This is an optimization exercise on Yosys and OpenROAD, whose aim is small area, not a production implementation.
Only simulation tests tie the RTL to the original design; equivalence was not proved.
The flow treats the clock pin as an ideal source. Dropping or thinning the clock tree relies on that and would not hold on a real chip.
Power is estimated from default activity; no workload was simulated.

==> module ALU, before the edit <==
module ALU( input [15:0] A,B,
				input [3:0] aluC,
				input carryIn,
				output [15:0] nZ,
				output carryOut,
				output carryLoad );
	wire x, no2, a32, ma, y0, y1;
	u_xor2  d0( .A(aluC[1]), .B(aluC[0]), .Y(x) );
	u_inv   d1( .A(aluC[2]), .Y(no2) );
	u_and2  d2( .A(aluC[3]), .B(aluC[2]), .X(a32) );
	u_mux2i d3( .A0(no2), .A1(a32), .S(x), .Y(y1) );
	u_a22o  d4( .A1(x), .A2(aluC[3]), .B1(aluC[1]), .B2(no2), .X(y0) );
	u_o21ai d5( .A1(aluC[3]), .A2(aluC[0]), .B1(no2), .Y(ma) );
	wire ks  = (aluC[3:1] == 3'b010);
	wire nks = ~ks;
	wire kq  = (aluC[3:2] == 2'b00) | (aluC[3:1] == 3'b010) | (aluC == 4'b0110) | (aluC == 4'b1010) | (aluC == 4'b1111);
	wire ke  = (aluC[3:1] == 3'b011);
	wire kgt = (aluC == 4'b1101);
	wire keq = (aluC == 4'b1110);
	wire k1  = (aluC == 4'b1001);
	wire [8:0] cc;
	wire [15:0] p, e, nam;
	wire nZa0;
	assign cc[0] = (aluC == 4'b0101) & carryIn;
	genvar k;
	generate for (k = 0; k < 8; k = k + 1) begin : pairs
		if (k % 2 == 0) begin : t
			wire nch, G, P;
			if (k == 0) begin : b0
				aluBitT lo( .a(A[0]), .b(B[0]), .ma(ma), .y0(y0), .y1(y1), .kq(kq), .ke(ke), .ks(ks),
				            .c(cc[0]), .nam(nam[0]), .p(p[0]), .e(e[0]), .nz(nZa0) );
			end else begin : bk
				aluBitT lo( .a(A[2*k]), .b(B[2*k]), .ma(ma), .y0(y0), .y1(y1), .kq(kq), .ke(ke), .ks(ks),
				            .c(cc[k]), .nam(nam[2*k]), .p(p[2*k]), .e(e[2*k]), .nz(nZ[2*k]) );
			end
			u_a21oi c1( .A1(p[2*k]), .A2(cc[k]), .B1(e[2*k]), .Y(nch) );
			aluBitN hi( .a(A[2*k+1]), .b(B[2*k+1]), .ma(ma), .y0(y0), .y1(y1), .kq(kq), .ke(ke), .nks(nks),
			            .nc(nch), .nam(nam[2*k+1]), .p(p[2*k+1]), .e(e[2*k+1]), .nz(nZ[2*k+1]) );
			u_a21o  g( .A1(p[2*k+1]), .A2(e[2*k]), .B1(e[2*k+1]), .X(G) );
			u_and2  q( .A(p[2*k+1]), .B(p[2*k]), .X(P) );
			u_a21oi c2( .A1(P), .A2(cc[k]), .B1(G), .Y(cc[k+1]) );
		end else begin : n
			wire ch, nG, nP;
			aluBitN lo( .a(A[2*k]), .b(B[2*k]), .ma(ma), .y0(y0), .y1(y1), .kq(kq), .ke(ke), .nks(nks),
			            .nc(cc[k]), .nam(nam[2*k]), .p(p[2*k]), .e(e[2*k]), .nz(nZ[2*k]) );
			u_mux2i c1( .A0(nam[2*k]), .A1(cc[k]), .S(p[2*k]), .Y(ch) );
			aluBitT hi( .a(A[2*k+1]), .b(B[2*k+1]), .ma(ma), .y0(y0), .y1(y1), .kq(kq), .ke(ke), .ks(ks),
			            .c(ch), .nam(nam[2*k+1]), .p(p[2*k+1]), .e(e[2*k+1]), .nz(nZ[2*k+1]) );
			u_a21oi g( .A1(p[2*k+1]), .A2(e[2*k]), .B1(e[2*k+1]), .Y(nG) );
			u_nand2 q( .A(p[2*k+1]), .B(p[2*k]), .Y(nP) );
			u_o21ai c2( .A1(nP), .A2(cc[k]), .B1(nG), .Y(cc[k+1]) );
		end
	end endgenerate
	wire allP = &p;
	wire ncmp = ~((cc[8] & kgt) | (allP & keq) | k1);
	assign nZ[0] = nZa0 & ncmp;
	assign carryLoad = (aluC[3:1] == 3'b010) | (aluC == 4'b1011) | (aluC == 4'b1100);
	assign carryOut = aluC[3] ? aluC[2] : (cc[8] & ~allP);
endmodule
Settings: LEC_CHECK=0, CAP_MARGIN=20, CORE_MARGIN=2, CORE_UTILIZATION=40, GPL_TIMING_DRIVEN=0, SLEW_MARGIN=20, SYNTH_HIERARCHICAL=1, SYNTH_MINIMUM_KEEP_SIZE=0; clock period 5.5 ns.
standard.sh (not shown) runs the stock make flow with config.mk's settings and CLKGATE_MAP_FILE= SYNTH_SCRIPT=/design/flow/synth_recipe.tcl, a recipe that flattens the netlist after the stock synthesis.
==> flow/flow/run.sh <==
#!/bin/bash
# Own flow: the standard layout (standard.sh) with a few ORFS hooks.
#  - every port keeps its buffer, made with the smallest buffer cell
#  - before floorplan, combinational cells go to their smallest drive
#    strength; the flow's timing repair upsizes only where timing needs it
#  - the clock network is built by hand (pre_cts.tcl): CK4 drives one clock
#    buffer for the rising-edge registers and the synthesis inverter for the
#    falling-edge ones
#  - power recovery after global routing downsizes cells with slack left
set -euo pipefail
here=$(pwd)
export BUFFER_PORTS_ARGS="-buffer_cell sky130_fd_sc_hd__buf_1"
export PRE_FLOORPLAN_TCL="$here/flow/downsize.tcl"
export PRE_CTS_TCL="$here/flow/pre_cts.tcl"
export FLOW_CLK_BUF=sky130_fd_sc_hd__clkbuf_8
export FLOW_CLK_INV=sky130_fd_sc_hd__clkinv_4
export RECOVER_POWER=100
bash standard.sh > "$here/standard_flow.log" 2>&1
Other scripts of this flow, unchanged in this note and not shown: flow/flow/downsize.tcl, flow/flow/pre_cts.tcl
The baseline finished with timing, DRC and antenna clean.
Then changed:
--- a/flow/design.v
+++ b/flow/design.v
@@ -16,12 +16,13 @@
 	wire kq  = (aluC[3:2] == 2'b00) | (aluC[3:1] == 3'b010) | (aluC == 4'b0110) | (aluC == 4'b1010) | (aluC == 4'b1111);
 	wire ke  = (aluC[3:1] == 3'b011);
 	wire kgt = (aluC == 4'b1101);
 	wire keq = (aluC == 4'b1110);
 	wire k1  = (aluC == 4'b1001);
 	wire [8:0] cc;
+	wire [7:0] pp;       
 	wire [15:0] p, e, nam;
 	wire nZa0;
 	assign cc[0] = (aluC == 4'b0101) & carryIn;
 	genvar k;
 	generate for (k = 0; k < 8; k = k + 1) begin : pairs
 		if (k % 2 == 0) begin : t
@@ -35,26 +36,28 @@
 			end
 			u_a21oi c1( .A1(p[2*k]), .A2(cc[k]), .B1(e[2*k]), .Y(nch) );
 			aluBitN hi( .a(A[2*k+1]), .b(B[2*k+1]), .ma(ma), .y0(y0), .y1(y1), .kq(kq), .ke(ke), .nks(nks),
 			            .nc(nch), .nam(nam[2*k+1]), .p(p[2*k+1]), .e(e[2*k+1]), .nz(nZ[2*k+1]) );
 			u_a21o  g( .A1(p[2*k+1]), .A2(e[2*k]), .B1(e[2*k+1]), .X(G) );
 			u_and2  q( .A(p[2*k+1]), .B(p[2*k]), .X(P) );
+			assign pp[k] = P;
 			u_a21oi c2( .A1(P), .A2(cc[k]), .B1(G), .Y(cc[k+1]) );
 		end else begin : n
 			wire ch, nG, nP;
 			aluBitN lo( .a(A[2*k]), .b(B[2*k]), .ma(ma), .y0(y0), .y1(y1), .kq(kq), .ke(ke), .nks(nks),
 			            .nc(cc[k]), .nam(nam[2*k]), .p(p[2*k]), .e(e[2*k]), .nz(nZ[2*k]) );
 			u_mux2i c1( .A0(nam[2*k]), .A1(cc[k]), .S(p[2*k]), .Y(ch) );
 			aluBitT hi( .a(A[2*k+1]), .b(B[2*k+1]), .ma(ma), .y0(y0), .y1(y1), .kq(kq), .ke(ke), .ks(ks),
 			            .c(ch), .nam(nam[2*k+1]), .p(p[2*k+1]), .e(e[2*k+1]), .nz(nZ[2*k+1]) );
 			u_a21oi g( .A1(p[2*k+1]), .A2(e[2*k]), .B1(e[2*k+1]), .Y(nG) );
 			u_nand2 q( .A(p[2*k+1]), .B(p[2*k]), .Y(nP) );
+			assign pp[k] = nP;
 			u_o21ai c2( .A1(nP), .A2(cc[k]), .B1(nG), .Y(cc[k+1]) );
 		end
 	end endgenerate
-	wire allP = &p;
+	wire allP = (&{pp[6], pp[4], pp[2], pp[0]}) & ~(|{pp[7], pp[5], pp[3], pp[1]});
 	wire ncmp = ~((cc[8] & kgt) | (allP & keq) | k1);
 	assign nZ[0] = nZa0 & ncmp;
 	assign carryLoad = (aluC[3:1] == 3'b010) | (aluC == 4'b1011) | (aluC == 4'b1100);
 	assign carryOut = aluC[3] ? aluC[2] : (cc[8] & ~allP);
 endmodule
 module aluBitT( input a, b, ma, y0, y1, kq, ke, ks, c,
The new run completed without violations.
Register-to-register slack got worse by 0.03 ns.
Via count decreases by 0.93%.
Power came out lower by 1.2%.
First-iteration DRC count shrinks by 19%.
Flip-flop and latch count is unchanged.
Die area fell by 0.66%.
Worst setup slack gains 0.012 ns.
Critical path depth falls by 1.
Wire length went down by 3.7%.
Core utilization is about the same.
No run of this note takes its clock network from TritonCTS; it comes from the design's own scripts or RTL.

---

old:
ALUUnit, a different RTL version from the one above (not shown whole).
For scale: roughly 230 cells after synthesis, roughly 56 I/O pins.
==> module ALU, before the edit <==
module ALU( input [15:0] A,B,
				input [3:0] aluC,
				input carryIn,
				output [15:0] nZ,
				output carryOut,
				output carryLoad );
	wire x, t, no2, ma, y0, y1;
	u_xor2  d0( .A(aluC[1]), .B(aluC[0]), .Y(x) );
	u_inv   d1( .A(aluC[2]), .Y(no2) );
	u_nand2 d2( .A(x), .B(aluC[3]), .Y(t) );
	u_mux2  d3( .A0(x), .A1(t), .S(aluC[2]), .X(y1) );
	u_a22o  d4( .A1(x), .A2(aluC[3]), .B1(aluC[1]), .B2(no2), .X(y0) );
	u_o21ai d5( .A1(aluC[3]), .A2(aluC[0]), .B1(no2), .Y(ma) );
	wire ks  = (aluC[3:1] == 3'b010);
	wire nks = ~ks;
	wire kq  = (aluC[3:2] == 2'b00) | (aluC[3:1] == 3'b010) | (aluC == 4'b0110) | (aluC == 4'b1010) | (aluC == 4'b1111);
	wire ke  = (aluC[3:1] == 3'b011);
	wire kgt = (aluC == 4'b1101);
	wire keq = (aluC == 4'b1110);
	wire k1  = (aluC == 4'b1001);
	wire [8:0] cc;
	wire [7:0] pp;       
	wire [15:0] p, e, nam;
	wire nZa0;
	assign cc[0] = (aluC == 4'b0101) & carryIn;
	genvar k;
	generate for (k = 0; k < 8; k = k + 1) begin : pairs
		if (k % 2 == 0) begin : t
			wire nch, G, P;
			if (k == 0) begin : b0
				aluBitT lo( .a(A[0]), .b(B[0]), .ma(ma), .y0(y0), .y1(y1), .kq(kq), .ke(ke), .ks(ks),
				            .c(cc[0]), .nam(nam[0]), .p(p[0]), .e(e[0]), .nz(nZa0) );
			end else begin : bk
				aluBitT lo( .a(A[2*k]), .b(B[2*k]), .ma(ma), .y0(y0), .y1(y1), .kq(kq), .ke(ke), .ks(ks),
				            .c(cc[k]), .nam(nam[2*k]), .p(p[2*k]), .e(e[2*k]), .nz(nZ[2*k]) );
			end
			u_a21oi c1( .A1(p[2*k]), .A2(cc[k]), .B1(e[2*k]), .Y(nch) );
			aluBitN hi( .a(A[2*k+1]), .b(B[2*k+1]), .ma(ma), .y0(y0), .y1(y1), .kq(kq), .ke(ke), .nks(nks),
			            .nc(nch), .nam(nam[2*k+1]), .p(p[2*k+1]), .e(e[2*k+1]), .nz(nZ[2*k+1]) );
			u_a21o  g( .A1(p[2*k+1]), .A2(e[2*k]), .B1(e[2*k+1]), .X(G) );
			u_and2  q( .A(p[2*k+1]), .B(p[2*k]), .X(P) );
			assign pp[k] = P;
			u_a21oi c2( .A1(P), .A2(cc[k]), .B1(G), .Y(cc[k+1]) );
		end else begin : n
			wire ch, nG, nP;
			aluBitN lo( .a(A[2*k]), .b(B[2*k]), .ma(ma), .y0(y0), .y1(y1), .kq(kq), .ke(ke), .nks(nks),
			            .nc(cc[k]), .nam(nam[2*k]), .p(p[2*k]), .e(e[2*k]), .nz(nZ[2*k]) );
			u_mux2i c1( .A0(nam[2*k]), .A1(cc[k]), .S(p[2*k]), .Y(ch) );
			aluBitT hi( .a(A[2*k+1]), .b(B[2*k+1]), .ma(ma), .y0(y0), .y1(y1), .kq(kq), .ke(ke), .ks(ks),
			            .c(ch), .nam(nam[2*k+1]), .p(p[2*k+1]), .e(e[2*k+1]), .nz(nZ[2*k+1]) );
			u_a21oi g( .A1(p[2*k+1]), .A2(e[2*k]), .B1(e[2*k+1]), .Y(nG) );
			u_nand2 q( .A(p[2*k+1]), .B(p[2*k]), .Y(nP) );
			assign pp[k] = nP;
			u_o21ai c2( .A1(nP), .A2(cc[k]), .B1(nG), .Y(cc[k+1]) );
		end
	end endgenerate
	wire allP = (&{pp[6], pp[4], pp[2], pp[0]}) & ~(|{pp[7], pp[5], pp[3], pp[1]});
	wire ncmp = ~((cc[8] & kgt) | (allP & keq) | k1);
	assign nZ[0] = nZa0 & ncmp;
	assign carryLoad = (aluC[3:1] == 3'b010) | (aluC == 4'b1011) | (aluC == 4'b1100);
	assign carryOut = aluC[3] ? aluC[2] : (cc[8] & ~allP);
endmodule
==> module u_mux2, before the edit <==
module u_mux2(input A0, A1, S, output X); assign X = S ? A1 : A0; endmodule
export LEC_CHECK = 0
export CAP_MARGIN = 0
export CORE_MARGIN = 2
export CORE_UTILIZATION = 50
export GPL_TIMING_DRIVEN = 0
export SETUP_SLACK_MARGIN = -0.2
export SLEW_MARGIN = 0
export SYNTH_HIERARCHICAL = 1
export SYNTH_MINIMUM_KEEP_SIZE = 0
create_clock -name core_clock -period 5.5 [get_ports {CK4}]
Scripts as last shown in full above: flow/flow/run.sh
Other scripts of this flow, unchanged in this note and not shown: flow/flow/downsize.tcl, flow/flow/pre_cts.tcl
old completed end to end with timing, DRC and antenna clean.
Modified inputs, new compared to old
==> flow/design.v, changed modules only <==
module ALU( input [15:0] A,B,
				input [3:0] aluC,
				input carryIn,
				output [15:0] nZ,
				output carryOut,
				output carryLoad );
	wire x, t, no2, ma, y0, y1;
	u_xor2  d0( .A(aluC[1]), .B(aluC[0]), .Y(x) );
	u_inv   d1( .A(aluC[2]), .Y(no2) );
	u_nand2 d2( .A(x), .B(aluC[3]), .Y(t) );
	u_a22o  d3( .A1(aluC[2]), .A2(t), .B1(no2), .B2(x), .X(y1) );
	u_a22o  d4( .A1(x), .A2(aluC[3]), .B1(aluC[1]), .B2(no2), .X(y0) );
	u_o21ai d5( .A1(aluC[3]), .A2(aluC[0]), .B1(no2), .Y(ma) );
	wire ks  = (aluC[3:1] == 3'b010);
	wire nks = ~ks;
	wire kq  = (aluC[3:2] == 2'b00) | (aluC[3:1] == 3'b010) | (aluC == 4'b0110) | (aluC == 4'b1010) | (aluC == 4'b1111);
	wire ke  = (aluC[3:1] == 3'b011);
	wire kgt = (aluC == 4'b1101);
	wire keq = (aluC == 4'b1110);
	wire k1  = (aluC == 4'b1001);
	wire [8:0] cc;
	wire [7:0] pp;       
	wire [15:0] p, e, nam;
	wire nZa0;
	assign cc[0] = (aluC == 4'b0101) & carryIn;
	genvar k;
	generate for (k = 0; k < 8; k = k + 1) begin : pairs
		if (k % 2 == 0) begin : t
			wire nch, G, P;
			if (k == 0) begin : b0
				aluBitT lo( .a(A[0]), .b(B[0]), .ma(ma), .y0(y0), .y1(y1), .kq(kq), .ke(ke), .ks(ks),
				            .c(cc[0]), .nam(nam[0]), .p(p[0]), .e(e[0]), .nz(nZa0) );
			end else begin : bk
				aluBitT lo( .a(A[2*k]), .b(B[2*k]), .ma(ma), .y0(y0), .y1(y1), .kq(kq), .ke(ke), .ks(ks),
				            .c(cc[k]), .nam(nam[2*k]), .p(p[2*k]), .e(e[2*k]), .nz(nZ[2*k]) );
			end
			u_a21oi c1( .A1(p[2*k]), .A2(cc[k]), .B1(e[2*k]), .Y(nch) );
			aluBitN hi( .a(A[2*k+1]), .b(B[2*k+1]), .ma(ma), .y0(y0), .y1(y1), .kq(kq), .ke(ke), .nks(nks),
			            .nc(nch), .nam(nam[2*k+1]), .p(p[2*k+1]), .e(e[2*k+1]), .nz(nZ[2*k+1]) );
			u_a21o  g( .A1(p[2*k+1]), .A2(e[2*k]), .B1(e[2*k+1]), .X(G) );
			u_and2  q( .A(p[2*k+1]), .B(p[2*k]), .X(P) );
			assign pp[k] = P;
			u_a21oi c2( .A1(P), .A2(cc[k]), .B1(G), .Y(cc[k+1]) );
		end else begin : n
			wire ch, nG, nP;
			aluBitN lo( .a(A[2*k]), .b(B[2*k]), .ma(ma), .y0(y0), .y1(y1), .kq(kq), .ke(ke), .nks(nks),
			            .nc(cc[k]), .nam(nam[2*k]), .p(p[2*k]), .e(e[2*k]), .nz(nZ[2*k]) );
			u_mux2i c1( .A0(nam[2*k]), .A1(cc[k]), .S(p[2*k]), .Y(ch) );
			aluBitT hi( .a(A[2*k+1]), .b(B[2*k+1]), .ma(ma), .y0(y0), .y1(y1), .kq(kq), .ke(ke), .ks(ks),
			            .c(ch), .nam(nam[2*k+1]), .p(p[2*k+1]), .e(e[2*k+1]), .nz(nZ[2*k+1]) );
			u_a21oi g( .A1(p[2*k+1]), .A2(e[2*k]), .B1(e[2*k+1]), .Y(nG) );
			u_nand2 q( .A(p[2*k+1]), .B(p[2*k]), .Y(nP) );
			assign pp[k] = nP;
			u_o21ai c2( .A1(nP), .A2(cc[k]), .B1(nG), .Y(cc[k+1]) );
		end
	end endgenerate
	wire allP = (&{pp[6], pp[4], pp[2], pp[0]}) & ~(|{pp[7], pp[5], pp[3], pp[1]});
	wire ncmp = ~((cc[8] & kgt) | (allP & keq) | k1);
	assign nZ[0] = nZa0 & ncmp;
	assign carryLoad = (aluC[3:1] == 3'b010) | (aluC == 4'b1011) | (aluC == 4'b1100);
	assign carryOut = aluC[3] ? aluC[2] : (cc[8] & ~allP);
endmodule
// module u_mux2 removed
Notes after the runs:
| total of fill cells in the finished design | lower: old |
Against old, new reports a period utilization that is higher.
Timing-limited maximum frequency (new vs. old) decreases slightly
new reports a higher maximum ir drop on the vdd rail than old does.
new reports a lower worst slew margin relative to its limit than old does.
Area of all placed cells without fillers of old is on par with new.
On vias after detailed routing, old beats new.
The run with more routed wire is old, not new.
~same fraction of power consumed by the clock network in new and old
Looking at total power across new and old, the one that comes out lower is new.
Via density per instance up 0.39% in new wrt old
Logic gate share of total power: new vs old down 0.8 points
No run of this note takes its clock network from TritonCTS; it comes from the design's own scripts or RTL.
